This is an optimization exercise on Yosys and OpenROAD, whose aim is small area, not a production implementation. Function was checked by simulation only, so behaviour that the tests miss may differ from the original. No activity file was given, so power comes from the tool's default toggle rates.

==> flow/design.v <==
module rc_add #(parameter W = 8) (a, b, ci, s, co);
	input [W-1:0] a, b;
	input ci;
	output [W-1:0] s;
	output co;
	wire [W:0] c;
	assign c[0] = ci;
	genvar i;
	generate for (i = 0; i < W; i = i + 1) begin : bit_
	  assign s[i] = a[i] ^ b[i] ^ c[i];
	  assign c[i+1] = (a[i] & b[i]) | (c[i] & (a[i] ^ b[i]));
	end endgenerate
	assign co = c[W];
endmodule
module rc_inc #(parameter W = 4) (a, ci, s);
	input [W-1:0] a;
	input ci;
	output [W-1:0] s;
	wire [W:0] c;
	assign c[0] = ci;
	genvar i;
	generate for (i = 0; i < W; i = i + 1) begin : bit_
	  assign s[i] = a[i] ^ c[i];
	  assign c[i+1] = a[i] & c[i];
	end endgenerate
endmodule
module rc_dec #(parameter W = 4) (a, s);
	input [W-1:0] a;
	output [W-1:0] s;
	wire [W:0] b;
	assign b[0] = 1'b1;
	genvar i;
	generate for (i = 0; i < W; i = i + 1) begin : bit_
	  assign s[i] = a[i] ^ b[i];
	  assign b[i+1] = ~a[i] & b[i];
	end endgenerate
endmodule
module rc_lt #(parameter W = 8) (a, b, lt);
	input [W-1:0] a, b;
	output lt;
	wire [W:0] l;
	assign l[0] = 1'b0;
	genvar i;
	generate for (i = 0; i < W; i = i + 1) begin : bit_
	  assign l[i+1] = (~a[i] & b[i]) | (~(a[i] ^ b[i]) & l[i]);
	end endgenerate
	assign lt = l[W];
endmodule
module Seven_segment_symbol(Input_to_segment, output_from_segment, Encrypt_on);
   input [3:0] Input_to_segment;
   input Encrypt_on;
   output [6:0] output_from_segment;
   localparam [223:0] SEG_TABLE = 224'b11111111111111111111111111111111111111111100000101000000011101000101011000101110010001101110110110000100101010100001110000011001000011000110000001100010000010000000000011110000000010001001000110010110000010010010011111000000;
   assign output_from_segment = SEG_TABLE[{Encrypt_on, Input_to_segment}*7 +: 7];
endmodule
module seg_p9_e16(Input_to_segment, output_from_segment, Encrypt_on);
   input [3:0] Input_to_segment;
   input Encrypt_on;
   output [6:0] output_from_segment;
   localparam [223:0] SEG_TABLE = 224'b11111111111111111111111111111111111111111100000101000000011101000101011000101110010001101110110110000100101010101111000000001000100000011001011000001001000010000000000011110000000010001001000110010110000010010010011111000000;
   assign output_from_segment = SEG_TABLE[{Encrypt_on, Input_to_segment}*7 +: 7];
endmodule
module seg_p16_e9(Input_to_segment, output_from_segment, Encrypt_on);
   input [3:0] Input_to_segment;
   input Encrypt_on;
   output [6:0] output_from_segment;
   localparam [223:0] SEG_TABLE = 224'b00110101010100100011010001000010110101010000000101000000011101000101011000101110010001101110110110000100101010100001110000011001000011000110000001100010000010000000000011110000000010001001000110010110000010010010011111000000;
   assign output_from_segment = SEG_TABLE[{Encrypt_on, Input_to_segment}*7 +: 7];
endmodule
module seg_p9_b(Input_to_segment, output_from_segment, Encrypt_on);
   input [3:0] Input_to_segment;
   input Encrypt_on;
   output [6:0] output_from_segment;
   localparam [223:0] SEG_TABLE = 224'b11111111111111111111111111111111111111111111111111111111111111111111111111111111111111111111111111111111111111111111000000001000100000011001011000001001000010000000000011110000000010001001000110010110000010010010011111000000;
   assign output_from_segment = SEG_TABLE[{Encrypt_on, Input_to_segment}*7 +: 7];
endmodule
module seg_p16_b(Input_to_segment, output_from_segment, Encrypt_on);
   input [3:0] Input_to_segment;
   input Encrypt_on;
   output [6:0] output_from_segment;
   localparam [223:0] SEG_TABLE = 224'b11111111111111111111111111111111111111111111111111111111111111111111111111111111111111111111111111111111111111110001110000011001000011000110000001100010000010000000000011110000000010001001000110010110000010010010011111000000;
   assign output_from_segment = SEG_TABLE[{Encrypt_on, Input_to_segment}*7 +: 7];
endmodule
module IlluminatiTop(clk, rst, UserIDIn, PwdIn, Game_Load, PlayerTensIn, PlayerUnitsIn, Player_Load_in, RNG_Load_in, Level_Select,
 HEX0, HEX1, HEX2, HEX3, HEX4, HEX5, HEX6, HEX7, RUsrLED, GUsrLED, RPwdLED, GPwdLED, SuccLev2LEDR,
 SuccLev2LEDG, SuccLev3LEDR, SuccLev3LEDG, Level3_Count);
	input clk, rst;
	input[3:0] UserIDIn, PwdIn, PlayerTensIn, PlayerUnitsIn;
	input[1:0] Level_Select;
	input Game_Load, Player_Load_in, RNG_Load_in;
	output[6:0] HEX0, HEX1, HEX2, HEX3, HEX4, HEX5, HEX6, HEX7;
	output RUsrLED, GUsrLED, RPwdLED, GPwdLED, SuccLev2LEDR, SuccLev2LEDG, SuccLev3LEDR,
	SuccLev3LEDG, Level3_Count;
	reg gb_p, gb_w, pb_p, pb_w;
	wire Game_Control = gb_p;
	wire Player_Load = pb_p;
	always @(posedge clk) begin
	  if (rst == 0) begin
	    gb_p <= 0; gb_w <= 0; pb_p <= 0; pb_w <= 0;
	  end else begin
	    gb_p <= ~gb_p & ~gb_w & ~Game_Load;
	    gb_w <= gb_p | (gb_w & ~Game_Load);
	    pb_p <= ~pb_p & ~pb_w & ~Player_Load_in;
	    pb_w <= pb_p | (pb_w & ~Player_Load_in);
	  end
	end
	reg GUsr, GPwd;
	reg [2:0] ac_ph;       
	reg [2:0] uk;          
	reg [3:0] user_disp, pwd_disp;
	wire LogOut;
	reg [2:0] uk_first;
	always @(*) begin
	  case (UserIDIn)
	    4'd8: uk_first = 3'd0;
	    4'd9: uk_first = 3'd1;
	    4'd7: uk_first = 3'd2;
	    4'd5: uk_first = 3'd3;
	    4'd6: uk_first = 3'd4;
	    4'd0: uk_first = 3'd5;
	    default: uk_first = 3'd7;
	  endcase
	end
	reg [3:0] id_digit;
	always @(*) begin
	  case ({uk, ac_ph[1:0]})
	    {3'd0, 2'd1}: id_digit = 4'd0;
	    {3'd0, 2'd2}: id_digit = 4'd4;
	    {3'd0, 2'd3}: id_digit = 4'd6;
	    {3'd1, 2'd1}: id_digit = 4'd1;
	    {3'd1, 2'd2}: id_digit = 4'd1;
	    {3'd1, 2'd3}: id_digit = 4'd1;
	    {3'd2, 2'd1}: id_digit = 4'd2;
	    {3'd2, 2'd2}: id_digit = 4'd3;
	    {3'd2, 2'd3}: id_digit = 4'd1;
	    {3'd3, 2'd1}: id_digit = 4'd4;
	    {3'd3, 2'd2}: id_digit = 4'd2;
	    {3'd3, 2'd3}: id_digit = 4'd1;
	    {3'd4, 2'd1}: id_digit = 4'd9;
	    {3'd4, 2'd2}: id_digit = 4'd4;
	    {3'd4, 2'd3}: id_digit = 4'd3;
	    default: id_digit = 4'd0;
	  endcase
	end
	reg [3:0] pwd_end;
	reg [2:0] uk_inc;
	always @(*) begin
	  case (uk)
	    3'd0: begin pwd_end = 4'd1; uk_inc = 3'd1; end
	    3'd1: begin pwd_end = 4'd2; uk_inc = 3'd2; end
	    3'd2: begin pwd_end = 4'd3; uk_inc = 3'd3; end
	    3'd3: begin pwd_end = 4'd4; uk_inc = 3'd4; end
	    3'd4: begin pwd_end = 4'd5; uk_inc = 3'd5; end
	    3'd5: begin pwd_end = 4'd0; uk_inc = 3'd6; end
	    3'd6: begin pwd_end = 4'd7; uk_inc = 3'd7; end
	    default: begin pwd_end = 4'd8; uk_inc = 3'd0; end
	  endcase
	end
	wire [3:0] pwd_digit = (ac_ph[1:0] == 2'd0 || ac_ph[1:0] == 2'd3) ? pwd_end : 4'd0;
	wire [2:0] ac_target = GUsr ? 3'd1 : uk_inc;
	wire [9:0] wd_cnt;
	wire ac_wait = ~GPwd & (ac_ph == 3'd4);
	wire ac_done = (wd_cnt[3:0] == 4'd0) && (wd_cnt[6:4] == ac_target) && (uk != 3'd7);
	always @(posedge clk) begin
	  if (rst == 0) begin
	    GUsr <= 0; GPwd <= 0; ac_ph <= 0;
	    user_disp <= 4'b1010; pwd_disp <= 4'b0000;
	  end else if (GPwd) begin
	    if (LogOut) begin
	      GUsr <= 0; GPwd <= 0; ac_ph <= 0;
	      user_disp <= 4'b1010; pwd_disp <= 4'b0000;
	    end
	  end else if (ac_ph[2] == 0) begin
	    if (Game_Control) begin
	      ac_ph <= {ac_ph[1] & ac_ph[0], ac_ph[1] ^ ac_ph[0], ~ac_ph[0]};
	      if (!GUsr) begin
	        user_disp <= UserIDIn;
	        if (ac_ph[1:0] == 2'd0) uk <= uk_first;
	        else if (UserIDIn != id_digit) uk <= 3'd7;
	      end else begin
	        if (ac_ph[1:0] == 2'd3) pwd_disp <= PwdIn;
	        if (PwdIn != pwd_digit) uk <= 3'd7;
	      end
	    end
	  end else if (ac_ph[0] == 0) begin
	    if (ac_done) begin
	      if (!GUsr) begin GUsr <= 1; ac_ph <= 3'd5; end
	      else GPwd <= 1;
	    end
	  end else begin
	    ac_ph <= 0;
	  end
	end
	assign GUsrLED = GUsr;
	assign RUsrLED = ~GUsr;
	assign GPwdLED = GPwd;
	assign RPwdLED = ~GPwd;
	parameter WAIT_FOR_ACCESS_GRANT = 0, CHOOSE_LEVEL = 1, LEVEL1 = 2, LEVEL2_TIMER_CONFIG = 3, LEVEL2_LOAD_TIMER = 4, LEVEL2_GAME_START = 5, LEVEL2_GAME_GOING_ON = 10, LEVEL2_OVER = 7, LEVEL3_TIMER_CONFIG = 8, LEVEL3_LOAD_TIMER = 9, LEVEL3_GAME_START = 6, LEVEL3_GAME_GOING_ON = 11, LEVEL3_COUNT = 13, LEVEL3_WAIT = 12, GAME_OVER = 14, CHECK_LEVEL_TRANSITION = 15, PAUSE = 16, RESUME = 17, LOGOUT = 18, WAIT_FOR_PASSWORD_ENTER = 19, HIGH_SCORE = 20, GAME_INTERRUPT = 21;
	reg [4:0] state;
	reg RNG_Load_Final, RNG2_Load_Final, Player_Load_Final, Timer_Load, Timer_Enable, WatchDog_Enable;
	reg Clear_Score_Level2, Clear_Score_Level3, L3Count;
	reg [3:0] Digit_FirstRound;
	reg [2:0] Game_Level;
	reg [2:0] Winner_Index;
	reg [4:0] unl2, unl3, done3;            
	wire WatchDog_TimeOut, Timer_TimeOut;
	wire [3:0] ScoreTens_Level2, ScoreUnits_Level2, ScoreTens_Level3, ScoreUnits_Level3;
	assign LogOut = (state == WAIT_FOR_PASSWORD_ENTER);
	assign Level3_Count = L3Count;
	wire ID_Valid = ~uk[2] | (~uk[1] & ~uk[0]);
	wire cur_unl2 = ID_Valid & unl2[uk];
	wire cur_unl3 = ID_Valid & unl3[uk];
	wire cur_done3 = ID_Valid & done3[uk];
	wire st_l3 = (state == GAME_OVER);
	wire [3:0] st_tens = st_l3 ? ScoreTens_Level3 : ScoreTens_Level2;
	wire [3:0] st_units = st_l3 ? ScoreUnits_Level3 : ScoreUnits_Level2;
	wire [4:0] st_lo;
	wire st_lo_c;
	wire [7:0] st_val;
	wire st_c;
	rc_add #(4) st_add1({st_tens[2:0], 1'b0}, st_units, 1'b0, st_lo[3:0], st_lo_c);
	assign st_lo[4] = st_tens[3] ^ st_lo_c;
	rc_add #(5) st_add2({1'b0, st_tens}, {2'b00, st_tens[3] & st_lo_c, st_lo[4:3]}, 1'b0, st_val[7:3], st_c);
	assign st_val[2:0] = st_lo[2:0];
	wire [7:0] st_d = st_val & {8{rst}};
	wire wr2 = (state == LEVEL2_OVER) & ID_Valid;
	wire wr3 = (state == GAME_OVER) & ID_Valid;
	wire [7:0] sc2 [0:4];
	wire [7:0] sc3 [0:4];
	genvar gi;
	generate for (gi = 0; gi < 5; gi = gi + 1) begin : score_table
	  reg [7:0] s2, s3;
	  always @(posedge clk) begin
	    if (~rst | (wr2 & (uk == gi))) s2 <= st_d;
	    if (~rst | (wr3 & (uk == gi))) s3 <= st_d;
	  end
	  assign sc2[gi] = s2;
	  assign sc3[gi] = s3;
	end endgenerate
	reg [2:0] hs_p;                        
	reg [7:0] hs_best;
	reg [2:0] hs_bi;
	reg hs_tie;
	reg [7:0] hs_s2, hs_s3;
	always @(*) begin
	  case (hs_p)
	    3'd0: begin hs_s2 = sc2[0]; hs_s3 = sc3[0]; end
	    3'd1: begin hs_s2 = sc2[1]; hs_s3 = sc3[1]; end
	    3'd2: begin hs_s2 = sc2[2]; hs_s3 = sc3[2]; end
	    3'd3: begin hs_s2 = sc2[3]; hs_s3 = sc3[3]; end
	    default: begin hs_s2 = sc2[4]; hs_s3 = sc3[4]; end
	  endcase
	end
	wire [7:0] hs_tot;
	wire hs_tot_c;
	rc_add #(8) hs_add(hs_s2, hs_s3, 1'b0, hs_tot, hs_tot_c);
	wire hs_gt;
	rc_lt #(8) hs_cmp(hs_best, hs_tot, hs_gt);
	wire hs_eq = (hs_tot == hs_best);
	wire hs_act = ~(hs_p[2] & hs_p[0]);
	wire hs_new = hs_act & (hs_p == 3'd0 || hs_gt);
	wire [7:0] hs_best_n = hs_new ? hs_tot : hs_best;
	wire [2:0] hs_bi_n = hs_new ? hs_p : hs_bi;
	wire hs_tie_n = hs_new ? 1'b0 : (hs_tie | (hs_act & hs_eq));
	wire [2:0] winner = hs_tie_n ? 3'd0 : hs_bi_n;
	always @(posedge clk) begin
	  if (rst == 0 || state == LEVEL2_OVER || state == GAME_OVER)
	    hs_p <= 0;
	  else if (hs_act)
	    hs_p <= {hs_p[1] & hs_p[0], hs_p[1] ^ hs_p[0], ~hs_p[0]} | {hs_p[2], 2'b00};
	  hs_best <= hs_best_n;
	  hs_bi <= hs_bi_n;
	  hs_tie <= hs_tie_n;
	end
	integer i;
	wire dfr_step = (state == LEVEL1) & ~Game_Control & Player_Load;
	wire dfr_wrap = dfr_step & Digit_FirstRound[3] & Digit_FirstRound[0];
	wire [3:0] dfr_inc;
	rc_inc #(4) dfr_add(Digit_FirstRound, dfr_step, dfr_inc);
	always @(posedge clk)
	  Digit_FirstRound <= (rst == 0 || dfr_wrap) ? 4'd0 : dfr_inc;
	always @(posedge clk) begin
	  if (rst == 0) begin
	    RNG_Load_Final <= 1;
	    RNG2_Load_Final <= 1;
	    Player_Load_Final <= 0;
	    Timer_Load <= 0;
	    Timer_Enable <= 0;
	    WatchDog_Enable <= 0;
	    Game_Level <= 0;
	    Clear_Score_Level2 <= 0;
	    Clear_Score_Level3 <= 0;
	    state <= WAIT_FOR_ACCESS_GRANT;
	    Winner_Index <= 0;
	    L3Count <= 0;
	    unl2 <= 0; unl3 <= 0; done3 <= 0;
	  end else begin
	    case (state)
	      WAIT_FOR_ACCESS_GRANT: begin
	        if (GPwd) state <= CHOOSE_LEVEL;
	      end
	      CHOOSE_LEVEL: begin
	        Game_Level <= 0;
	        Clear_Score_Level3 <= 1;
	        if (Game_Control) begin
	          if (Level_Select == 0) state <= HIGH_SCORE;
	          else if (Level_Select == 1) state <= LEVEL1;
	          else if (Level_Select == 2) state <= cur_unl2 ? LEVEL2_TIMER_CONFIG : LEVEL1;
	          else state <= cur_unl3 ? LEVEL3_TIMER_CONFIG : cur_unl2 ? LEVEL2_TIMER_CONFIG : LEVEL1;
	        end
	      end
	      LEVEL1: begin
	        Game_Level <= 1;
	        RNG_Load_Final <= 1;
	        RNG2_Load_Final <= 1;
	        Player_Load_Final <= 0;
	        WatchDog_Enable <= 1;
	        if (Game_Control) begin
	          WatchDog_Enable <= 0;
	          state <= GAME_INTERRUPT;
	        end else if (Player_Load) begin
	          if (Digit_FirstRound[3] & Digit_FirstRound[0]) begin
	            if (ID_Valid) unl2[uk] <= 1;
	          end
	        end
	      end
	      LEVEL2_TIMER_CONFIG: begin
	        Game_Level <= 2;
	        Timer_Enable <= 0;
	        state <= LEVEL2_LOAD_TIMER;
	      end
	      LEVEL2_LOAD_TIMER: begin
	        Clear_Score_Level2 <= 1;
	        Game_Level <= 2;
	        Timer_Enable <= 0;
	        Timer_Load <= 1;
	        state <= LEVEL2_GAME_START;
	      end
	      LEVEL2_GAME_START: begin
	        Clear_Score_Level2 <= 0;
	        Game_Level <= 2;
	        Timer_Load <= 0;
	        Timer_Enable <= 0;
	        if (Game_Control) state <= LEVEL2_GAME_GOING_ON;
	      end
	      LEVEL2_GAME_GOING_ON: begin
	        Game_Level <= 2;
	        Timer_Enable <= 1;
	        WatchDog_Enable <= 1;
	        if (Game_Control) begin
	          WatchDog_Enable <= 0;
	          state <= GAME_INTERRUPT;
	        end else if (Timer_TimeOut) begin
	          Timer_Enable <= 0;
	          RNG_Load_Final <= 1;
	          RNG2_Load_Final <= 1;
	          Player_Load_Final <= 0;
	          state <= LEVEL2_OVER;
	        end else begin
	          RNG_Load_Final <= RNG_Load_in;
	          RNG2_Load_Final <= 1;
	          Player_Load_Final <= Player_Load;
	        end
	      end
	      LEVEL2_OVER: begin
	        Game_Level <= 2;
	        Timer_Load <= 0;
	        Timer_Enable <= 0;
	        RNG_Load_Final <= 1;
	        RNG2_Load_Final <= 1;
	        Player_Load_Final <= 0;
	        if (ID_Valid) begin
	          unl3[uk] <= 1;
	        end
	        if (Game_Control) state <= LEVEL3_TIMER_CONFIG;
	      end
	      LEVEL3_TIMER_CONFIG: begin
	        Game_Level <= 3;
	        Clear_Score_Level2 <= 1;
	        Timer_Enable <= 0;
	        state <= LEVEL3_LOAD_TIMER;
	      end
	      LEVEL3_LOAD_TIMER: begin
	        Clear_Score_Level3 <= 1;
	        Game_Level <= 3;
	        Timer_Enable <= 0;
	        Timer_Load <= 1;
	        state <= LEVEL3_GAME_START;
	      end
	      LEVEL3_GAME_START: begin
	        Clear_Score_Level3 <= 0;
	        Game_Level <= 3;
	        Timer_Load <= 0;
	        Timer_Enable <= 0;
	        if (Game_Control) state <= LEVEL3_GAME_GOING_ON;
	      end
	      LEVEL3_GAME_GOING_ON: begin
	        Game_Level <= 3;
	        Timer_Enable <= 1;
	        if (Game_Control) begin
	          WatchDog_Enable <= 0;
	          state <= GAME_INTERRUPT;
	        end else if (Timer_TimeOut) begin
	          Timer_Enable <= 0;
	          RNG_Load_Final <= 1;
	          RNG2_Load_Final <= 1;
	          Player_Load_Final <= 0;
	          state <= GAME_OVER;
	        end else begin
	          if (RNG_Load_in == 0) begin
	            RNG_Load_Final <= L3Count;
	            RNG2_Load_Final <= ~L3Count;
	            state <= LEVEL3_COUNT;
	          end else begin
	            RNG_Load_Final <= 1;
	            RNG2_Load_Final <= 1;
	          end
	          Player_Load_Final <= Player_Load;
	        end
	      end
	      LEVEL3_COUNT: begin
	        Game_Level <= 3;
	        L3Count <= ~L3Count;
	        state <= LEVEL3_WAIT;
	      end
	      LEVEL3_WAIT: begin
	        Game_Level <= 3;
	        if (RNG_Load_in) state <= LEVEL3_GAME_GOING_ON;
	      end
	      GAME_OVER: begin
	        Game_Level <= 3;
	        Timer_Load <= 0;
	        Timer_Enable <= 0;
	        RNG_Load_Final <= 1;
	        Player_Load_Final <= 0;
	        if (ID_Valid) begin
	          done3[uk] <= 1;
	        end
	        if (Game_Control) state <= CHOOSE_LEVEL;
	      end
	      LOGOUT: begin
	        Timer_Enable <= 0;
	        RNG_Load_Final <= 1;
	        Player_Load_Final <= 0;
	        Timer_Load <= 1;
	        Clear_Score_Level2 <= 1;
	        Clear_Score_Level3 <= 1;
	        state <= WAIT_FOR_PASSWORD_ENTER;
	      end
	      WAIT_FOR_PASSWORD_ENTER: begin
	        Timer_Load <= 0;
	        Timer_Enable <= 0;
	        RNG_Load_Final <= 1;
	        Player_Load_Final <= 0;
	        Clear_Score_Level2 <= 0;
	        Clear_Score_Level3 <= 0;
	        state <= WAIT_FOR_ACCESS_GRANT;
	      end
	      CHECK_LEVEL_TRANSITION: begin
	        Timer_Enable <= 0;
	        RNG_Load_Final <= 1;
	        Player_Load_Final <= 0;
	        WatchDog_Enable <= 0;
	        if (!Game_Level[1]) state <= cur_unl2 ? LEVEL2_TIMER_CONFIG : LEVEL1;
	        else if (!Game_Level[0]) state <= cur_unl3 ? LEVEL3_TIMER_CONFIG : LEVEL2_GAME_GOING_ON;
	        else state <= cur_done3 ? LEVEL1 : LEVEL3_GAME_GOING_ON;
	      end
	      PAUSE: begin
	        Timer_Enable <= 0;
	        WatchDog_Enable <= 1;
	        RNG2_Load_Final <= 1;
	        RNG_Load_Final <= 1;
	        Player_Load_Final <= 0;
	        if (WatchDog_TimeOut) begin
	          WatchDog_Enable <= 0;
	          state <= RESUME;
	        end else if (Game_Control) begin
	          WatchDog_Enable <= 0;
	          state <= LOGOUT;
	        end
	      end
	      RESUME: begin
	        Timer_Enable <= 0;
	        RNG_Load_Final <= 1;
	        RNG2_Load_Final <= 1;
	        Player_Load_Final <= 0;
	        WatchDog_Enable <= 0;
	        if (Game_Control) begin
	          if (!Game_Level[1]) state <= LEVEL1;
	          else if (!Game_Level[0]) state <= LEVEL2_GAME_GOING_ON;
	          else state <= LEVEL3_GAME_GOING_ON;
	        end
	      end
	      HIGH_SCORE: begin
	        Game_Level <= 4;
	        if (Game_Level == 4) Winner_Index <= winner;
	        if (Game_Control) state <= CHOOSE_LEVEL;
	      end
	      GAME_INTERRUPT: begin
	        Timer_Enable <= 0;
	        RNG_Load_Final <= 1;
	        RNG2_Load_Final <= 1;
	        Player_Load_Final <= 0;
	        WatchDog_Enable <= 1;
	        if (WatchDog_TimeOut) begin
	          WatchDog_Enable <= 0;
	          state <= CHECK_LEVEL_TRANSITION;
	        end else if (Game_Control) begin
	          WatchDog_Enable <= 0;
	          state <= PAUSE;
	        end
	      end
	      default: ;
	    endcase
	  end
	end
	reg [1:0] wd_ph;
	reg wd_ms, wd_out;
	reg [9:0] wd_cnt_r;
	wire [9:0] wd_inc;
	assign wd_cnt = wd_cnt_r;
	assign WatchDog_TimeOut = wd_out;
	always @(posedge clk) begin
	  if (rst == 0) begin
	    wd_ph <= 0; wd_ms <= 0;
	  end else if (WatchDog_Enable) begin
	    wd_ph <= {wd_ph[1] ^ wd_ph[0], ~wd_ph[0]};
	    wd_ms <= (wd_ph == 2'd3);
	  end
	end
	wire wd_term = &{wd_cnt_r[9:5], wd_cnt_r[2:0]};
	wire wd_step = WatchDog_Enable ? wd_ms : ac_wait;
	wire wd_clr = WatchDog_Enable ? (wd_ms & wd_term) : ~ac_wait;
	rc_inc #(10) wd_add(wd_cnt_r, wd_step, wd_inc);
	always @(posedge clk) begin
	  wd_cnt_r <= wd_clr ? 10'd0 : wd_inc;
	  wd_out <= WatchDog_Enable & wd_ms & wd_term;
	end
	reg [1:0] tm_ph;
	reg tm_ms, tm_sec;
	reg [9:0] tm_cnt;
	wire [9:0] tm_inc;
	rc_inc #(10) tm_add(tm_cnt, tm_ms, tm_inc);
	wire tm_term = &{tm_cnt[9:5], tm_cnt[2:0]};
	always @(posedge clk) begin
	  if (rst == 0) begin
	    tm_ph <= 0; tm_ms <= 0; tm_cnt <= 0; tm_sec <= 0;
	  end else begin
	    if (Timer_Enable) begin
	      tm_ph <= {tm_ph[1] ^ tm_ph[0], ~tm_ph[0]};
	      tm_ms <= (tm_ph == 2'd3);
	    end
	    tm_cnt <= (tm_ms & tm_term) ? 10'd0 : tm_inc;
	    tm_sec <= tm_ms & tm_term;
	  end
	end
	reg [3:0] du, dt;
	wire [3:0] du_dec, dt_dec;
	rc_dec #(4) du_sub(du, du_dec);
	rc_dec #(4) dt_sub(dt, dt_dec);
	reg du_br, du_to, dt_to;
	assign Timer_TimeOut = du_to;
	always @(posedge clk) begin
	  if (rst == 0) begin
	    du <= 0; du_br <= 0; du_to <= 0; dt <= 0; dt_to <= 0;
	  end else if (Timer_Load) begin
	    du <= 0; du_br <= 0; du_to <= 0;
	    dt <= (state == LEVEL2_GAME_START) ? 4'd9 : 4'd6;
	    dt_to <= 0;
	  end else begin
	    if (tm_sec) begin
	      if (du == 0) begin
	        if (!dt_to) begin du <= 9; du_to <= 0; du_br <= 1; end
	        else begin du_br <= 0; du_to <= 1; end
	      end else begin
	        du <= du_dec;
	        du_to <= (du == 1) & dt_to;
	        du_br <= 0;
	      end
	    end else begin
	      du_br <= 0;
	      if (dt_to && du == 0) du_to <= 1;
	    end
	    if (du_br) begin
	      if (dt[3:1] == 0) begin dt <= 0; dt_to <= 1; end
	      else begin dt <= dt_dec; dt_to <= 0; end
	    end else if (dt == 0)
	      dt_to <= 1;
	  end
	end
	reg [3:0] rc1, rc2;
	reg rl1, rl2;
	wire [3:0] rc1_inc, rc2_inc;
	rc_inc #(4) rc1_add(rc1, 1'b1, rc1_inc);
	rc_inc #(4) rc2_add(rc2, 1'b1, rc2_inc);
	wire [3:0] RNG1 = rl1 ? rc1 : 4'd0;
	wire [3:0] RNG2 = rl2 ? rc2 : 4'd0;
	always @(posedge clk) begin
	  rl1 <= RNG_Load_Final;
	  rl2 <= RNG2_Load_Final;
	  if (rst == 0) begin
	    rc1 <= 0; rc2 <= 0;
	  end else begin
	    if (!RNG_Load_Final) rc1 <= (rc1[3] & rc1[0]) ? 4'd0 : rc1_inc;
	    if (!RNG2_Load_Final) rc2 <= (rc2[3] & rc2[0]) ? 4'd0 : rc2_inc;
	  end
	end
	reg [3:0] PlayerTensDisp, PlayerUnitsDisp;
	always @(posedge clk) begin
	  if (rst == 0) begin
	    PlayerTensDisp <= 0; PlayerUnitsDisp <= 0;
	  end else if (Player_Load_Final) begin
	    PlayerTensDisp <= PlayerTensIn; PlayerUnitsDisp <= PlayerUnitsIn;
	  end
	end
	reg s2_cal, s2_wait;
	reg [3:0] sc2_t, sc2_u;
	reg l2r, l2g;
	wire [3:0] sc2_t_inc, sc2_u_inc;
	rc_inc #(4) sc2t_add(sc2_t, 1'b1, sc2_t_inc);
	rc_inc #(4) sc2u_add(sc2_u, 1'b1, sc2_u_inc);
	assign ScoreTens_Level2 = sc2_t;
	assign ScoreUnits_Level2 = sc2_u;
	assign SuccLev2LEDR = l2r;
	assign SuccLev2LEDG = l2g;
	wire m2 = (PlayerUnitsIn == RNG1);
	always @(posedge clk) begin
	  if (rst == 0 || Clear_Score_Level2) begin
	    if (rst == 0) begin s2_cal <= 0; s2_wait <= 0; end
	    sc2_t <= 0; sc2_u <= 0; l2r <= 0; l2g <= 0;
	  end else begin
	    s2_cal <= ~s2_cal & ~s2_wait & Player_Load;
	    s2_wait <= (s2_cal & m2) | (s2_wait & RNG_Load_Final);
	    if (s2_cal) begin
	      l2r <= ~m2;
	      l2g <= m2;
	      if (m2) begin
	        if (sc2_u[3] & sc2_u[0]) begin sc2_u <= 0; sc2_t <= sc2_t_inc; end
	        else sc2_u <= sc2_u_inc;
	      end
	    end
	  end
	end
	reg [1:0] s3;
	reg [3:0] sc3_t, sc3_u;
	reg vflag;
	wire [3:0] sc3_t_inc, sc3_u_inc;
	rc_inc #(4) sc3t_add(sc3_t, 1'b1, sc3_t_inc);
	rc_inc #(4) sc3u_add(sc3_u, 1'b1, sc3_u_inc);
	assign ScoreTens_Level3 = sc3_t;
	assign ScoreUnits_Level3 = sc3_u;
	assign SuccLev3LEDR = ~vflag;
	assign SuccLev3LEDG = vflag;
	wire [4:0] rsum;
	rc_add #(4) rsum_add(RNG1, RNG2, 1'b0, rsum[3:0], rsum[4]);
	wire rge10 = rsum[4] | (rsum[3] & (rsum[2] | rsum[1]));
	wire [3:0] rones;
	wire rones_c;
	rc_add #(4) rones_add(rsum[3:0], {1'b0, rge10, rge10, 1'b0}, 1'b0, rones, rones_c);
	wire m3 = (PlayerUnitsIn == rones) && (PlayerTensIn == {3'b000, rge10});
	always @(posedge clk) begin
	  if (rst == 0 || Clear_Score_Level3) begin
	    if (rst == 0) s3 <= 0;
	    sc3_t <= 0; sc3_u <= 0; vflag <= 0;
	  end else begin
	    case (s3)
	      2'd0: if (Player_Load_Final) s3 <= 2'd1;
	      2'd1: begin
	        vflag <= m3;
	        if (m3) begin
	          if (sc3_u[3] & sc3_u[0]) begin sc3_u <= 0; sc3_t <= sc3_t_inc; end
	          else sc3_u <= sc3_u_inc;
	          s3 <= 2'd2;
	        end else
	          s3 <= 2'd0;
	      end
	      2'd2: begin vflag <= 0; if (!RNG_Load_Final) s3 <= 2'd3; end
	      2'd3: begin vflag <= 0; if (!RNG2_Load_Final) s3 <= 2'd0; end
	    endcase
	  end
	end
	wire A = GPwd;
	wire L4 = Game_Level[2];
	wire L3 = Game_Level[1] & Game_Level[0];
	wire L2 = Game_Level[1] & ~Game_Level[0];
	wire L1 = ~Game_Level[1] & Game_Level[0];
	wire L0 = ~Game_Level[2] & ~Game_Level[1] & ~Game_Level[0];
	wire [3:0] n0 = L2 ? sc2_u : sc3_u;
	wire [3:0] n1 = L2 ? sc2_t : sc3_t;
	wire [3:0] n2 = L3 ? PlayerUnitsDisp : sc2_u;
	wire [3:0] n3 = L1 ? Digit_FirstRound : L2 ? RNG1 : L3 ? PlayerTensDisp : sc2_t;
	wire [3:0] n4 = ~A ? user_disp : L1 ? Digit_FirstRound : L2 ? PlayerUnitsDisp : L3 ? RNG2 : {1'b0, Winner_Index};
	wire [3:0] n5 = (A & L3) ? RNG1 : pwd_disp;
	wire sh01 = A & ~L1 & ~L0;
	wire sh2 = A & (L3 | L4);
	wire sh3 = A & ~L0;
	wire [6:0] h4, h5;
	seg_p9_b SSD1(dt, HEX7, 1'b0);
	seg_p9_b SSD2(du, HEX6, 1'b0);
	seg_p16_e9 SSD3(n5, h5, A & L3);
	seg_p16_e9 SSD4(n4, h4, A & L3);
	Seven_segment_symbol SSD5(sh3 ? n3 : 4'hf, HEX3, ~L4 | ~sh3);
	seg_p9_e16 SSD6(sh2 ? n2 : 4'hf, HEX2, L3 | ~sh2);
	seg_p16_b SSD7(n1, HEX1, ~sh01);
	seg_p9_b SSD8(n0, HEX0, ~sh01);
	assign HEX4 = (A & L0) ? 7'h7f : h4;
	assign HEX5 = (A & L4) ? 7'h7f : h5;
endmodule
==> flow/flow/run.sh <==
#!/bin/bash
# Own layout flow: the standard synthesis, then the combinational logic between
# the registers is mapped again by ABC for area (registers, their names and
# cell types are kept as the standard synthesis made them; eight ABC runs with
# different seeds, the smallest result is kept), then the standard ORFS layout
# with small port buffers and a lean clock tree.
set -euo pipefail
WORK=$(pwd)
FLOWDIR=$WORK/flow
RES=$WORK/orfs/results/$FLOW_PLATFORM/IlluminatiTop/base
LIB=$FLOW_HOME/platforms/$FLOW_PLATFORM/lib/sky130_fd_sc_hd__tt_025C_1v80.lib
YOSYS=$FLOW_HOME/../tools/install/yosys/bin/yosys
[ -x "$YOSYS" ] || YOSYS=yosys

# 1. standard synthesis
bash standard.sh synth > $WORK/flow_synth.log 2>&1

# 2. remap the combinational logic
cp $RES/1_2_yosys.v $WORK/std_synth.v
DU=$(sed -n '/^export DONT_USE_CELLS/,/^$/p' $FLOW_HOME/platforms/$FLOW_PLATFORM/config.mk | grep -oE 'sky130_fd_sc_hd__[A-Za-z0-9_]+' | sed 's/^/-dont_use /' | tr '\n' ' ')
FFS=$(grep -oE 'sky130_fd_sc_hd__(e?s?df|dl)[A-Za-z0-9_]+' $WORK/std_synth.v | sort -u | tr '\n' ' ')
BB=""
[ -n "$FFS" ] && BB="blackbox $FFS"
run_remap() {
v=$1
cat > $WORK/remap_$v.ys <<EOT
read_liberty -ignore_miss_func $LIB
$BB
read_verilog $WORK/std_synth.v
hierarchy -top $FLOW_TOP
flatten
opt -purge
abc -liberty $LIB $DU -script $FLOWDIR/remap$v.abc
opt_clean -purge
hilomap -singleton -hicell sky130_fd_sc_hd__conb_1 HI -locell sky130_fd_sc_hd__conb_1 LO
insbuf -buf sky130_fd_sc_hd__buf_4 A X
splitnets
opt_clean -purge
stat -liberty $LIB
write_verilog -noattr -nohex -nodec $WORK/remap_$v.v
EOT
$YOSYS -l $WORK/flow_remap_$v.log -s $WORK/remap_$v.ys > /dev/null 2>&1 || true
}
VARIANTS="0 3 4 5 8 9 2 7"
for v in 0 3 4 5; do run_remap $v & done; wait
for v in 8 9 2 7; do run_remap $v & done; wait
best=""; besta=""
for v in $VARIANTS; do
  a=$(grep -oE "Chip area for module '[^']*': [0-9.]+" $WORK/flow_remap_$v.log 2>/dev/null | grep -oE '[0-9.]+$' || true)
  [ -n "$a" ] && [ -s $WORK/remap_$v.v ] || continue
  echo "remap $v: $a" >> $WORK/flow_remap_choice.log
  if [ -z "$best" ] || awk "BEGIN{exit !($a < $besta)}"; then best=$v; besta=$a; fi
done
echo "chosen: $best ($besta)" >> $WORK/flow_remap_choice.log
if [ -n "$best" ]; then
  cp $WORK/remap_$best.v $RES/1_2_yosys.v
  rm -f $RES/1_synth.odb $RES/1_synth.sdc
fi

# 3. layout
bash standard.sh \
  "BUFFER_PORTS_ARGS=-buffer_cell sky130_fd_sc_hd__buf_1" \
  "CTS_ARGS=-sink_clustering_enable -repair_clock_nets -sink_clustering_size 16 -sink_clustering_max_diameter 60 -buf_list sky130_fd_sc_hd__clkbuf_8 -dont_use_dummy_load" \
  finish > $WORK/flow_layout.log 2>&1
==> flow/flow/remap0.abc <==
strash; &get -n; &deepsyn -T 60 -S 0; &put; strash; dch -f; amap
==> flow/flow/remap2.abc <==
strash; &get -n; &deepsyn -T 60 -S 2; &put; strash; dch -f; amap
==> flow/flow/remap3.abc <==
strash; &get -n; &deepsyn -T 60 -S 3; &put; strash; dch -f; amap
==> flow/flow/remap4.abc <==
strash; &get -n; &deepsyn -T 60 -S 4; &put; strash; dch -f; amap
==> flow/flow/remap5.abc <==
strash; &get -n; &deepsyn -T 60 -S 5; &put; strash; dch -f; amap
==> flow/flow/remap7.abc <==
strash; &get -n; &deepsyn -T 60 -S 7; &put; strash; dch -f; amap
==> flow/flow/remap8.abc <==
strash; &get -n; &deepsyn -T 60 -S 8; &put; strash; dch -f; amap
==> flow/flow/remap9.abc <==
strash; &get -n; &deepsyn -T 60 -S 9; &put; strash; dch -f; amap
==> flow/standard.sh <==
#!/bin/bash
# synth_recipe.tcl (not shown) runs the flow's synth.tcl, then flattens the netlist and writes it again
# the make line also repeats each setting of config.mk as NAME=value (left out here)
make -C /OpenROAD-flow-scripts/flow DESIGN_CONFIG=/design/flow/config.mk WORK_HOME=/design/flow/orfs CLKGATE_MAP_FILE= SYNTH_SCRIPT=/design/flow/synth_recipe.tcl "${@:-finish}"
==> flow/config.mk <==
export PLATFORM = sky130hd
export DESIGN_NAME = IlluminatiTop
export DESIGN_NICKNAME = IlluminatiTop
export VERILOG_FILES = /design/flow/design.v
export SDC_FILE = /design/flow/constraint.sdc
export NUM_CORES = 4
export LEC_CHECK = 0
export ABC_AREA = 1
export CAP_MARGIN = 0
export CORE_MARGIN = 2
export CORE_UTILIZATION = 65
export GPL_TIMING_DRIVEN = 0
export SLEW_MARGIN = 0
==> flow/constraint.sdc <==
create_clock -name core_clock -period 8.0 [get_ports {clk}]
set_input_delay 1.6000 -clock core_clock [delete_from_list [all_inputs] [get_ports {clk}]]
set_output_delay 1.6000 -clock core_clock [all_outputs]
set_load 0.01 [all_outputs]
==> results of run 1 <==
-- per-stage QoR --
stage | hold slack [ns] | setup WS (ns) | instance area (sq um) | utilization | total power (W)
finish | 0.437 | 0.816 | 12500 | 0.720 | 0.00285
global route | 0.438 | 0.531 | 12500 | 0.720 | 0.00300
CTS | 0.436 | 1.09 | 12500 | 0.720 | 0.00284
detailed placement | 0.418 | 1.62 | 12300 | 0.705 | 0.00228
global placement | 0.423 | 1.46 | 12300 | 0.703 | 0.00225
floorplan | 0.377 | 2.64 | 11600 | - | 0.00205
-- cell type report --
cell class	count	area (sq um)	share of cell area
sequential	234	5640	0.449
inverter	206	774	0.0617
timing repair buffer	90	349	0.0278
clock buffer	19	262	0.0208
tap	225	282	0.0224
multi-input combinational	986	5250	0.418
-- path summary, 6_finish.rpt --
check,from,to,slack [ns],cells after the start
worst max register to register,hs_p[2],Winner_Index[2],1.42,24
worst min-delay path,RNG2_Load_Final,rl2,0.44,0
worst min register to register,RNG2_Load_Final,rl2,0.44,0
worst max-delay path,GPwd,HEX3[0],0.82,15
-- worst register-to-register path, stage by stage (launching register included) --
cell                       delay [ns]
sky130_fd_sc_hd__dfxtp_1         0.98
sky130_fd_sc_hd__clkinv_1        0.84
sky130_fd_sc_hd__a32oi_1         0.39
sky130_fd_sc_hd__nand2_1         0.08
sky130_fd_sc_hd__a221oi_1        0.38
sky130_fd_sc_hd__nor2_1          0.12
sky130_fd_sc_hd__clkinv_1        0.07
sky130_fd_sc_hd__nand2_1         0.06
sky130_fd_sc_hd__o21ai_0         0.13
sky130_fd_sc_hd__nor2_1          0.09
sky130_fd_sc_hd__nor2_1          0.15
sky130_fd_sc_hd__nor2_1          0.08
sky130_fd_sc_hd__nor2_1          0.17
sky130_fd_sc_hd__o22ai_1         0.18
sky130_fd_sc_hd__o22ai_1         0.27
sky130_fd_sc_hd__o22ai_1         0.17
sky130_fd_sc_hd__o21ai_0         0.38
sky130_fd_sc_hd__a22o_1          0.22
sky130_fd_sc_hd__nor2_1          0.05
sky130_fd_sc_hd__nor3_1          0.42
sky130_fd_sc_hd__nor2_1          0.12
sky130_fd_sc_hd__nor2_1          0.19
sky130_fd_sc_hd__clkinv_1        0.35
sky130_fd_sc_hd__o21ai_0         0.42
sky130_fd_sc_hd__o22ai_1         0.13
-- metal layers --
metal  part of all wire  vias up
met2               0.48      463
met5                  0        -
met4              0.028        0
met1               0.43     5168
met3              0.071       79
li1                   -     5416
-- layout by cell type, fill, tap and decap left out, types with 68 or more instances in the layout --
cell / n
sky130_fd_sc_hd__nor2_1: 268
sky130_fd_sc_hd__dfxtp_1: 139
sky130_fd_sc_hd__buf_1: 86
sky130_fd_sc_hd__nor3_1: 68
sky130_fd_sc_hd__a21oi_1: 71
sky130_fd_sc_hd__edfxtp_1: 95
sky130_fd_sc_hd__clkinv_1: 205
sky130_fd_sc_hd__o22ai_1: 75
sky130_fd_sc_hd__o21ai_0: 91
sky130_fd_sc_hd__nand2_1: 130
-- power breakdown --
group	internal, W	leakage, nW	switching (W)
registers	0.00135	2.10	0.0000974
clock network	0.000214	0.137	0.000363
logic	0.000257	1.95	0.000568
-- flip-flops by register name, indices dropped and copies added, names as in the netlist, 4 cells and up --
signal / flops
Digit_FirstRound: 4
user_disp: 4
wd_cnt_r: 10
done3: 5
rc1: 4
sc3_u: 4
score_table.s2: 40
sc3_t: 4
du: 4
sc2_t: 4
PlayerUnitsDisp: 4
dt: 4
score_table.s3: 40
state: 5
sc2_u: 4
unl2: 5
PlayerTensDisp: 4
unl3: 5
rc2: 4
pwd_disp: 4
hs_best: 8
tm_cnt: 10
==> summary.txt, run 1 <==
Worst setup path
  – Worst stage delay on the critical path: ~0.86 ns
  – Element type at the critical path end: output pin
  – Critical Path Most Common Cell: sky130_fd_sc_hd__clkinv_1
  – Peak fanout along the critical path: 13
  – Crit path cell chain: clkinv_1 > nor2_1 > clkinv_1 > o32a_1 > a221oi_1 > clkinv_1 > nor2_1 > clkinv_1 > nor2_1 > o21ai_0 > o21a_1 > o21ai_0 > a31oi_1 > a31oi_1 > buf_1
  – Category of cells accounting for the largest share of critical-path delay: buffers and inverters
  – Worst path slowest cell: sky130_fd_sc_hd__nor2_1
  – Data required time of the critical path: 6.40 ns
  – Startpoint class of the critical path: register
  – Crit path kind: register to output pin
  – Arrival time worst endpoint: approximately 5.6 ns
  – Buf/Inv on CP: 5

Route
  – Violation count after the first detailed-route iteration: 1063
  – Routed WL: approximately 30000 microns
  – DR vias/cell: 6.32
  – Number of iterations in the first detailed-routing pass: 7
  – Antenna viol nets, final: 0
  – Average routed wire per standard cell: about 17 microns
  – Final routed DRC violation total: 0
  – Vias after detailed routing: 11100

GRT
  – Number of antenna violations at the first check in global routing: 0
  – Total global-route track usage: 0.315
  – First-pass GRT wire length: ~48000 microns
  – Met3 global-route usage: 0.0412
  – Total grt overflow: 0
  – Via count of the first global-routing pass: around 9900
  – Peak-usage layer in the global routing report: met2
  – GRT met2 Usage: 0.531
  – Pin count of the biggest net entering global routing: 51
  – Routing usage on met1: 0.430

Die
  – Initial standard-cell utilization of the core: 0.668
  – CORE AREA: 0.0174 sq mm
  – Die Area: 0.0190 sq mm
  – Number of placed I/O pins: 88
  – Vertical die dimension: approximately 140 microns
  – Placement row count: 48
  – X dimension of the die: between 100 and 150 microns

Placement
  – Placed instance count: about 1700
  – Count of port buffers added during placement: 87
  – Half-perimeter wire length after placement: between 20000 and 25000 microns
  – Routability cong.: around 1

Clock network
  – CTS tree: built
  – Post_cts resized: 0
  – Number of buffers created by CTS: 19
  – Clock slew at the register clock pins of the worst setup and hold paths: around 0.10 ns
  – Clock insertion delay at the later pin of the skew report: about 0.53 ns
  – Total clock sinks: 234
  – CTS Hold Bufs: 0
  – Number of buffers between clock root and the deepest sink: 3
  – H-tree levels: 1
  – # Post-CTS Setup Buffers: 0
  – Root buffer cell: sky130_fd_sc_hd__clkbuf_8

Power and ir drop
  – Total power density per cell area: ~230 mW/mm^2
  – Worst vdd ir: approximately 0.18 mV
  – Leakage: 4.19 nW

Synthesis
  – Synth Net Count: ~1400
  – Avg Inst Size Synth: a little over 8 sq um
  – Yosys warns: 1
  – Gate count after technology mapping: 1426
  – Post-synth design cell area: 0.0116 sq mm

Finish
  – Layout net count: 1560
  – Non-filler cells, final: ~1800
  – Total of fill cells in the finished design: about 1500
  – Area growth from synthesis to layout: 7.77%
  – Fraction of final layout cells sized beyond drive strength 1: 0.0169
  – Number of antenna diodes: 0

Timing
  – Hold Fails Final Rpt: 0
  – Unrepaired setup endpoints after global routing: false
  – Minimum period implied by the final worst setup slack: slightly above 7 ns
  – Setup violators final: 0
  – Total count of max-transition violations in the final report: 0
  – Slew margin rel.: 0.0735
  – Setup_tns: 0 ns
  – Slew of the pin with the lowest slew margin: approximately 1.4 ns
  – Share of the cycle needed by the critical path after routing: 0.898
  – Fmax achieved: 139 MHz
  – Final Skew: approximately 0.052 ns

Worst hold path
  – Min-Delay Path Class: register to register

Status
  – Run status: timing/DRC/antenna clean

Run
  – Maximum Capacitance Violations: 0
==> run 2: changes to the inputs <==
==> flow/flow/remap0.abc (replaced) <==
strash; &get -n; &deepsyn -T 60 -S 0; &put; strash; dch -f; amap -F 4 -A 8
==> flow/flow/remap2.abc (replaced) <==
strash; &get -n; &deepsyn -T 60 -S 2; &put; strash; dch -f; amap -F 4 -A 8
==> flow/flow/remap3.abc (replaced) <==
strash; &get -n; &deepsyn -T 60 -S 3; &put; strash; dch -f; amap -F 4 -A 8
==> flow/flow/remap4.abc (replaced) <==
strash; &get -n; &deepsyn -T 60 -S 4; &put; strash; dch -f; amap -F 4 -A 8
==> flow/flow/remap5.abc (replaced) <==
strash; &get -n; &deepsyn -T 60 -S 5; &put; strash; dch -f; amap -F 4 -A 8
==> flow/flow/remap7.abc (replaced) <==
strash; &get -n; &deepsyn -T 60 -S 7; &put; strash; dch -f; amap -F 4 -A 8
==> flow/flow/remap8.abc (replaced) <==
strash; &get -n; &deepsyn -T 60 -S 8; &put; strash; dch -f; amap -F 4 -A 8
==> flow/flow/remap9.abc (replaced) <==
strash; &get -n; &deepsyn -T 60 -S 9; &put; strash; dch -f; amap -F 4 -A 8
==> summary.txt, run 2 <==
Route
  – Routed WL: 31100 microns (+2.1%)
  – Antenna viol nets, final: 0 (unchanged)
  – Final routed DRC violation total: 0 (unchanged)
  – Average routed wire per standard cell: 17.9 microns (+3.7%)
  – DR vias/cell: 6.42 (+1.5%)
  – Number of iterations in the first detailed-routing pass: 6 (-1)
  – Vias after detailed routing: 11100 (-0.018%)
  – Violation count after the first detailed-route iteration: 1209 (+14%)

GRT
  – Total grt overflow: 0 (unchanged)
  – Via count of the first global-routing pass: 10100 (+2.2%)
  – Total global-route track usage: 0.326 (+0.0106)
  – First-pass GRT wire length: 49100 microns (+3.2%)
  – Pin count of the biggest net entering global routing: 48 (-5.9%)
  – Number of antenna violations at the first check in global routing: 0 (unchanged)

Timing
  – Fmax achieved: 137 MHz (-1.9%)
  – Setup_tns: 0 ns (unchanged)
  – Slew margin rel.: -0.0477 (-0.121)
  – Total count of max-transition violations in the final report: 9 (+9)
  – Hold Fails Final Rpt: 0 (unchanged)
  – Post-Route Hold Slack: 0.422 ns (-0.0159 ns)
  – Final Skew: 0.0554 ns (+0.00373 ns)
  – Slew of the pin with the lowest slew margin: 1.56 ns (+0.180 ns)
  – Minimum period implied by the final worst setup slack: 7.32 ns (+0.141 ns)
  – Share of the cycle needed by the critical path after routing: 0.916 (+0.0177)
  – Setup violators final: 0 (unchanged)
  – Unrepaired setup endpoints after global routing: false

Status
  – Layout violations: max-capacitance violations, max-slew violations
  – Run status: failed layout checks

Run
  – Maximum Capacitance Violations: 1 (+1)

Finish
  – Design Area, Final: 0.0125 sq mm (-0.29%)
  – Non-filler cells, final: 1733 (-1.5%)
  – Most frequent standard cell in the layout excluding fill and tap cells: sky130_fd_sc_hd__clkinv_1
  – Commonest cells after routing, fill and taps aside: 231 x sky130_fd_sc_hd__clkinv_1, 230 x sky130_fd_sc_hd__nor2_1, 139 x sky130_fd_sc_hd__dfxtp_1
  – Total of fill cells in the finished design: 1374 (-6.0%)
  – Layout net count: 1533 (-1.7%)
  – Number of antenna diodes: 0 (unchanged)
  – Top flop regs: score_table.s2 x40, score_table.s3 x40
  – Area growth from synthesis to layout: 7.82% (about the same)
  – Fraction of final layout cells sized beyond drive strength 1: 0.0172 (+0.000303)

Worst setup path
  – Crit path cell chain: clkinv_1 > nor2_1 > clkinv_1 > nor2_1 > clkinv_1 > o21ai_0 > clkinv_1 > nor2_1 > clkinv_1 > nor2_1 > clkinv_1 > nand2_1 > nor2_1 > nor3_1 > a221oi_1 > o21ai_0 > buf_1
  – Critical Path Most Common Cell: sky130_fd_sc_hd__clkinv_1
  – Data required time of the critical path: 6.40 ns (about the same)
  – Worst path slowest cell: sky130_fd_sc_hd__nor2_1
  – Crit path kind: register to output pin
  – Peak fanout along the critical path: 17 (+4)
  – CP Launch Point: Game_Level[1]
  – Worst stage delay on the critical path: 0.71 ns (-0.15 ns)
  – Buf/Inv on CP: 7 (+2)
  – Category of cells accounting for the largest share of critical-path delay: simple AND/OR/NAND/NOR gates
  – Element type at the critical path end: output pin
  – Arrival time worst endpoint: 5.72 ns (+0.14 ns)
  – Startpoint of the most critical register-to-register path: hs_p[0]
  – Startpoint class of the critical path: register

Placement
  – Count of port buffers added during placement: 87 (unchanged)
  – Routability cong.: 0.955 (-2.1%)
  – Half-perimeter wire length after placement: 23100 microns (+2.4%)
  – Placed instance count: 1713 (-1.6%)
  – Cell area after placement: 0.0122 sq mm (-0.32%)

Die
  – Initial standard-cell utilization of the core: 0.669 (about the same)
  – Number of placed I/O pins: 88 (unchanged)
  – X dimension of the die: 138 microns (-0.16%)
  – Placement row count: 48 (unchanged)
  – Die Area: 0.0189 sq mm (-0.33%)
  – CORE AREA: 0.0174 sq mm (-0.35%)
  – Vertical die dimension: 138 microns (-0.16%)

Synthesis
  – Post-synth design cell area: 0.0116 sq mm (-0.33%)
  – Synth Net Count: 1422 (-1.9%)
  – Avg Inst Size Synth: 8.29 sq um (+1.6%)
  – Yosys warns: 1 (unchanged)
  – Gate count after technology mapping: 1399 (-1.9%)

Clock network
  – CTS tree: built
  – Number of buffers between clock root and the deepest sink: 3 (unchanged)
  – Post_cts resized: 0 (unchanged)
  – Clock insertion delay at the later pin of the skew report: 0.53 ns (about the same)
  – Number of buffers created by CTS: 19 (unchanged)
  – Root buffer cell: sky130_fd_sc_hd__clkbuf_8
  – H-tree levels: 1 (unchanged)
  – CTS Hold Bufs: 0 (unchanged)
  – Clock slew at the register clock pins of the worst setup and hold paths: 0.10 ns (about the same)
  – Total clock sinks: 234 (unchanged)
  – # Post-CTS Setup Buffers: 0 (unchanged)

Power and ir drop
  – Leakage: 4.14 nW (-1.2%)
  – Worst vdd ir: 0.187 mV (+6.3%)
  – Power, Total: 0.00285 W (-0.16%)
  – Total power density per cell area: 227 mW/mm^2 (+0.13%)

Worst hold path
  – Min-Delay Path Class: register to register
  – Hold path startpoint: RNG2_Load_Final
## run 2: changes by cell type in the layout (fill, tap and decap cells not counted), moves of 6 or more
cell / delta
sky130_fd_sc_hd__a2111oi_0: -6
sky130_fd_sc_hd__a211oi_1: -7
sky130_fd_sc_hd__a21oi_1: +11
sky130_fd_sc_hd__a222oi_1: +20
sky130_fd_sc_hd__clkinv_1: +26
sky130_fd_sc_hd__nand2_1: -35
sky130_fd_sc_hd__nand3_1: -12
sky130_fd_sc_hd__nor2_1: -38
sky130_fd_sc_hd__nor3_1: -15
sky130_fd_sc_hd__o211ai_1: +8
sky130_fd_sc_hd__o21ai_0: +28
## run 2: report_power, final
part	internal [W]	total (W)	switching, W
logic	0.000249	0.000827	0.000577
registers	0.00135	0.00144	0.0000885
clock network	0.000214	0.000579	0.000365
## run 2: path summary, 6_finish.rpt
| check | end | slack (ns) | cells after the start |
|---|---|---|---|
| max reg2reg | Winner_Index[0] | 1.36 | 29 |
| min | rl2 | 0.42 | 0 |
| min reg2reg | rl2 | 0.42 | 0 |
| max | HEX4[6] | 0.68 | 17 |
## run 2: layout make-up
class	instances	area, sq um	share of cell area
Sequential cell	234	5640	0.450
Inverter	232	871	0.0696
Clock buffer	19	262	0.0209
Timing Repair Buffer	90	354	0.0283
Tap cell	225	282	0.0225
Multi-Input combinational cell	933	5110	0.408
## run 2: layer usage
layer  routed length, microns  up-vias  global-route usage
met5                        0        -                   0
met4                      933        0               0.110
met3                     2740       80              0.0438
met2                    14300      557               0.531
met1                    13100     5132               0.449
li1                         -     5355                   -
## run 2: through the flow
stage	worst slack, ns	util
2_1_floorplan	2.96	-
3_3_place_gp	0.737	0.704
3_5_place_dp	1.46	0.705
4_1_cts	0.874	0.720
5_1_grt	0.196	0.721
6_report	0.675	0.721
==> run 3: changes to the inputs <==
--- a/flow/design.v
+++ b/flow/design.v
@@ -558,15 +558,15 @@
 	wire [3:0] du_dec, dt_dec;
 	rc_dec #(4) du_sub(du, du_dec);
 	rc_dec #(4) dt_sub(dt, dt_dec);
-	reg du_br, du_to, dt_to;
+	reg du_br, du_to;
+	wire dt_to = (dt == 4'd0);
 	assign Timer_TimeOut = du_to;
 	always @(posedge clk) begin
 	  if (rst == 0) begin
-	    du <= 0; du_br <= 0; du_to <= 0; dt <= 0; dt_to <= 0;
+	    du <= 0; du_br <= 0; du_to <= 0; dt <= 0;
 	  end else if (Timer_Load) begin
 	    du <= 0; du_br <= 0; du_to <= 0;
 	    dt <= (state == LEVEL2_GAME_START) ? 4'd9 : 4'd6;
-	    dt_to <= 0;
 	  end else begin
 	    if (tm_sec) begin
 	      if (du == 0) begin
@@ -581,11 +581,8 @@
 	      du_br <= 0;
 	      if (dt_to && du == 0) du_to <= 1;
 	    end
-	    if (du_br) begin
-	      if (dt[3:1] == 0) begin dt <= 0; dt_to <= 1; end
-	      else begin dt <= dt_dec; dt_to <= 0; end
-	    end else if (dt == 0)
-	      dt_to <= 1;
+	    if (du_br)
+	      dt <= (dt[3:1] == 0) ? 4'd0 : dt_dec;
 	  end
 	end
 	reg [3:0] rc1, rc2;
--- a/flow/config.mk
+++ b/flow/config.mk
@@ -6,8 +6,8 @@
 export NUM_CORES = 4
 export LEC_CHECK = 0
 export ABC_AREA = 1
-export CAP_MARGIN = 0
+export CAP_MARGIN = 20
 export CORE_MARGIN = 2
 export CORE_UTILIZATION = 65
 export GPL_TIMING_DRIVEN = 0
-export SLEW_MARGIN = 0
+export SLEW_MARGIN = 20
==> summary.txt, run 3 <==
Status
  – Run status: timing/DRC/antenna clean

Finish
  – Commonest cells after routing, fill and taps aside: 230 x sky130_fd_sc_hd__nor2_1, 205 x sky130_fd_sc_hd__clkinv_1, 138 x sky130_fd_sc_hd__dfxtp_1
  – Area growth from synthesis to layout: 8.82%
  – Design Area, Final: 0.0125 sq mm (-0.42%)
  – Final core utilization: 0.723 (+0.00197)
  – Top flop regs: score_table.s2 x40, score_table.s3 x40
  – Most frequent standard cell in the layout excluding fill and tap cells: sky130_fd_sc_hd__nor2_1
  – Fraction of final layout cells sized beyond drive strength 1: 0.0241 (+0.00682)
  – Layout net count: 1521 (-0.78%)
  – Number of antenna diodes: 0 (unchanged)

Worst setup path
  – Crit path cell chain: clkinv_1 > nor2_1 > clkinv_1 > nor2_1 > clkinv_1 > nor3_1 > nor2_1 > clkinv_1 > nor2_1 > clkinv_1 > o21ai_0 > a311o_1 > nor2_1 > a21oi_1 > o32a_1 > buf_1
  – Crit path kind: register to output pin
  – Arrival time worst endpoint: 5.59 ns (-0.13 ns)
  – Worst stage delay on the critical path: 0.81 ns (+0.10 ns)
  – Startpoint class of the critical path: register
  – Startpoint of the most critical register-to-register path: hs_p[2]
  – Category of cells accounting for the largest share of critical-path delay: simple AND/OR/NAND/NOR gates
  – Worst path slowest cell: sky130_fd_sc_hd__nor2_1
  – Peak fanout along the critical path: 15 (-2)
  – Data required time of the critical path: 6.40 ns (about the same)
  – Element type at the critical path end: output pin
  – CP Launch Point: Game_Level[1]
  – Buf/Inv on CP: 6 (-1)

Timing
  – Post-Route Hold Slack: 0.450 ns (+0.0285 ns)
  – Total count of max-transition violations in the final report: 0 (-9)
  – Final Skew: 0.0559 ns (+0.000588 ns)
  – Minimum period implied by the final worst setup slack: 7.19 ns (-0.137 ns)
  – Setup violators final: 0 (unchanged)
  – Slew margin rel.: 0.221 (+0.269)
  – Setup_tns: 0 ns (unchanged)
  – Share of the cycle needed by the critical path after routing: 0.898 (-0.0171)
  – Hold Fails Final Rpt: 0 (unchanged)
  – Slew of the pin with the lowest slew margin: 1.16 ns (-0.391 ns)
  – Unrepaired setup endpoints after global routing: false
  – Fmax achieved: 139 MHz (+1.9%)

Power and ir drop
  – Total power density per cell area: 229 mW/mm^2 (+0.59%)
  – Leakage: 4.07 nW (-1.6%)
  – Worst vdd ir: 0.205 mV (+9.5%)
  – Power, Total: 0.00285 W (+0.17%)

Synthesis
  – Yosys warns: 1 (unchanged)
  – Post-synth design cell area: 0.0114 sq mm (-1.3%)
  – Synth Net Count: 1403 (-1.3%)
  – Avg Inst Size Synth: 8.30 sq um (about the same)
  – Gate count after technology mapping: 1380 (-1.4%)

GRT
  – Pin count of the biggest net entering global routing: 50 (+4.2%)
  – Via count of the first global-routing pass: 10100 (+0.38%)
  – Total global-route track usage: 0.341 (+0.0155)
  – Total grt overflow: 0 (unchanged)
  – First-pass GRT wire length: 50700 microns (+3.1%)
  – Number of antenna violations at the first check in global routing: 0 (unchanged)

Clock network
  – H-tree levels: 1 (unchanged)
  – Clock slew at the register clock pins of the worst setup and hold paths: 0.10 ns (about the same)
  – Number of buffers created by CTS: 19 (unchanged)
  – CTS tree: built
  – # Post-CTS Setup Buffers: 0 (unchanged)
  – Clock insertion delay at the later pin of the skew report: 0.55 ns (+0.02 ns)
  – Total clock sinks: 233 (-0.43%)
  – CTS Hold Bufs: 0 (unchanged)
  – Post_cts resized: 0 (unchanged)
  – Root buffer cell: sky130_fd_sc_hd__clkbuf_8
  – Number of buffers between clock root and the deepest sink: 3 (unchanged)

Placement
  – Cell area after placement: 0.0122 sq mm (-0.37%)
  – Half-perimeter wire length after placement: 23600 microns (+2.3%)
  – Routability cong.: 0.996 (+4.4%)
  – Count of port buffers added during placement: 87 (unchanged)

Die
  – Vertical die dimension: 137 microns (-0.65%)
  – CORE AREA: 0.0172 sq mm (-0.69%)
  – Initial standard-cell utilization of the core: 0.664 (-0.00434)
  – X dimension of the die: 137 microns (-0.65%)
  – Placement row count: 48 (unchanged)
  – Die Area: 0.0187 sq mm (-1.3%)
  – Number of placed I/O pins: 88 (unchanged)

Route
  – Antenna viol nets, final: 0 (unchanged)
  – DR vias/cell: 6.51 (+1.4%)
  – Violation count after the first detailed-route iteration: 1342 (+11%)
  – Routed WL: 32100 microns (+3.2%)
  – Average routed wire per standard cell: 18.6 microns (+3.9%)
  – Number of iterations in the first detailed-routing pass: 7 (+1)
  – Final routed DRC violation total: 0 (unchanged)
  – Vias after detailed routing: 11200 (+0.67%)

Worst hold path
  – Hold path startpoint: du_br
  – Min-Delay Path Class: register to register

Run
  – Maximum Capacitance Violations: 0 (-1)
-- run 3: changes by cell type in the layout (fill, tap and decap cells not counted), sizes merged, moves of 7 or more --
| cell | delta |
|---|---|
| o21ai | +15 |
| a222oi | -7 |
| clkinv | -25 |
| buf | +7 |
| nand2 | +7 |
| or2 | -7 |
-- run 3: final cells by class --
cell class	count	area (sq um)
sequential	233	5620
inverter	206	774
clock buffer	19	262
fill	1366	4780
multi-input combinational	941	5080
tap	225	282
timing repair buffer	97	444
-- run 3: worst reg2reg max path, stage by stage, from the launching register on --
cell and delay, ns:
sky130_fd_sc_hd__dfxtp_1 0.65, sky130_fd_sc_hd__nor2b_1 0.31, sky130_fd_sc_hd__clkinv_1 0.16, sky130_fd_sc_hd__nor2_2 0.72
sky130_fd_sc_hd__a222oi_1 0.27, sky130_fd_sc_hd__clkinv_1 0.08, sky130_fd_sc_hd__a221oi_1 0.07, sky130_fd_sc_hd__nor2_1 0.37
sky130_fd_sc_hd__o22ai_1 0.20, sky130_fd_sc_hd__o22ai_1 0.25, sky130_fd_sc_hd__o22ai_1 0.20, sky130_fd_sc_hd__o22ai_1 0.24
sky130_fd_sc_hd__o21ai_0 0.27, sky130_fd_sc_hd__a22oi_1 0.25, sky130_fd_sc_hd__o21ai_0 0.11, sky130_fd_sc_hd__a21oi_1 0.19
sky130_fd_sc_hd__nor2_1 0.07, sky130_fd_sc_hd__a211oi_1 0.44, sky130_fd_sc_hd__nor2_1 0.13, sky130_fd_sc_hd__nor2_1 0.19
sky130_fd_sc_hd__clkinv_1 0.38, sky130_fd_sc_hd__nor2_1 0.35, sky130_fd_sc_hd__or3_1 0.20, sky130_fd_sc_hd__o22ai_1 0.08
-- run 3: where the power goes --
group	internal (W)	leakage, nW	switching (W)	total [W]
Sequential	0.00134	2.10	0.0000946	0.00144
Clock	0.000214	0.137	0.000374	0.000587
Combinational	0.000243	1.84	0.000583	0.000826
Total	0.00180	4.07	0.00105	0.00285
-- run 3: metrics by stage --
stage                     cells  setup slack (ns)
after floorplan            1380              2.82
after global placement     1692              1.05
after detailed placement   1702              1.53
after CTS                  1721              1.00
after global routing       1721             0.349
final                      1721             0.812
-- run 3: worst paths after layout --
path,to,slack (ns),depth (start not counted)
max,HEX4[2],0.81,16
min,dt[0],0.45,1
max reg2reg,Winner_Index[0],1.71,23
min reg2reg,dt[0],0.45,1
-- run 3: per-layer routing --
layer  track usage  vias to the layer above  wire length (microns)
met5             0                        -                      0
met4         0.142                        0                   1330
met2         0.563                      576                  15100
li1              -                     5334                      -
met1         0.458                     5172                  13000
met3        0.0400                      117                   2570

-- re-timing with driven ports --
In the flow no input, the clock included, has a driving cell. The finished layouts below were timed again as built, in two steps.
Step 1 (the two cells are an assumption about what drives the block):
set clk [get_ports {clk}]
set_driving_cell -lib_cell sky130_fd_sc_hd__clkbuf_16 $clk
set_driving_cell -lib_cell sky130_fd_sc_hd__buf_2 [delete_from_list [all_inputs] $clk]
Step 2 also shifts input and output timing later by t, the mid clock arrival at the registers, as if the neighbouring blocks saw the same clock.
Slacks: ideal / step 1 / step 2; pairs: ideal / step 1.
run | t (ns) | setup slack, ns | hold slack, ns | cell pins on the clock port's net
run 1 | 0.546 | 0.816 / 0.775 / 1.321 | 0.437 / 0.437 / 0.437 | 1
run 2 | 0.551 | 0.675 / 0.633 / 1.185 | 0.422 / 0.422 / 0.422 | 1
run 3 | 0.549 | 0.812 / 0.774 / 1.323 | 0.450 / 0.450 / 0.450 | 1
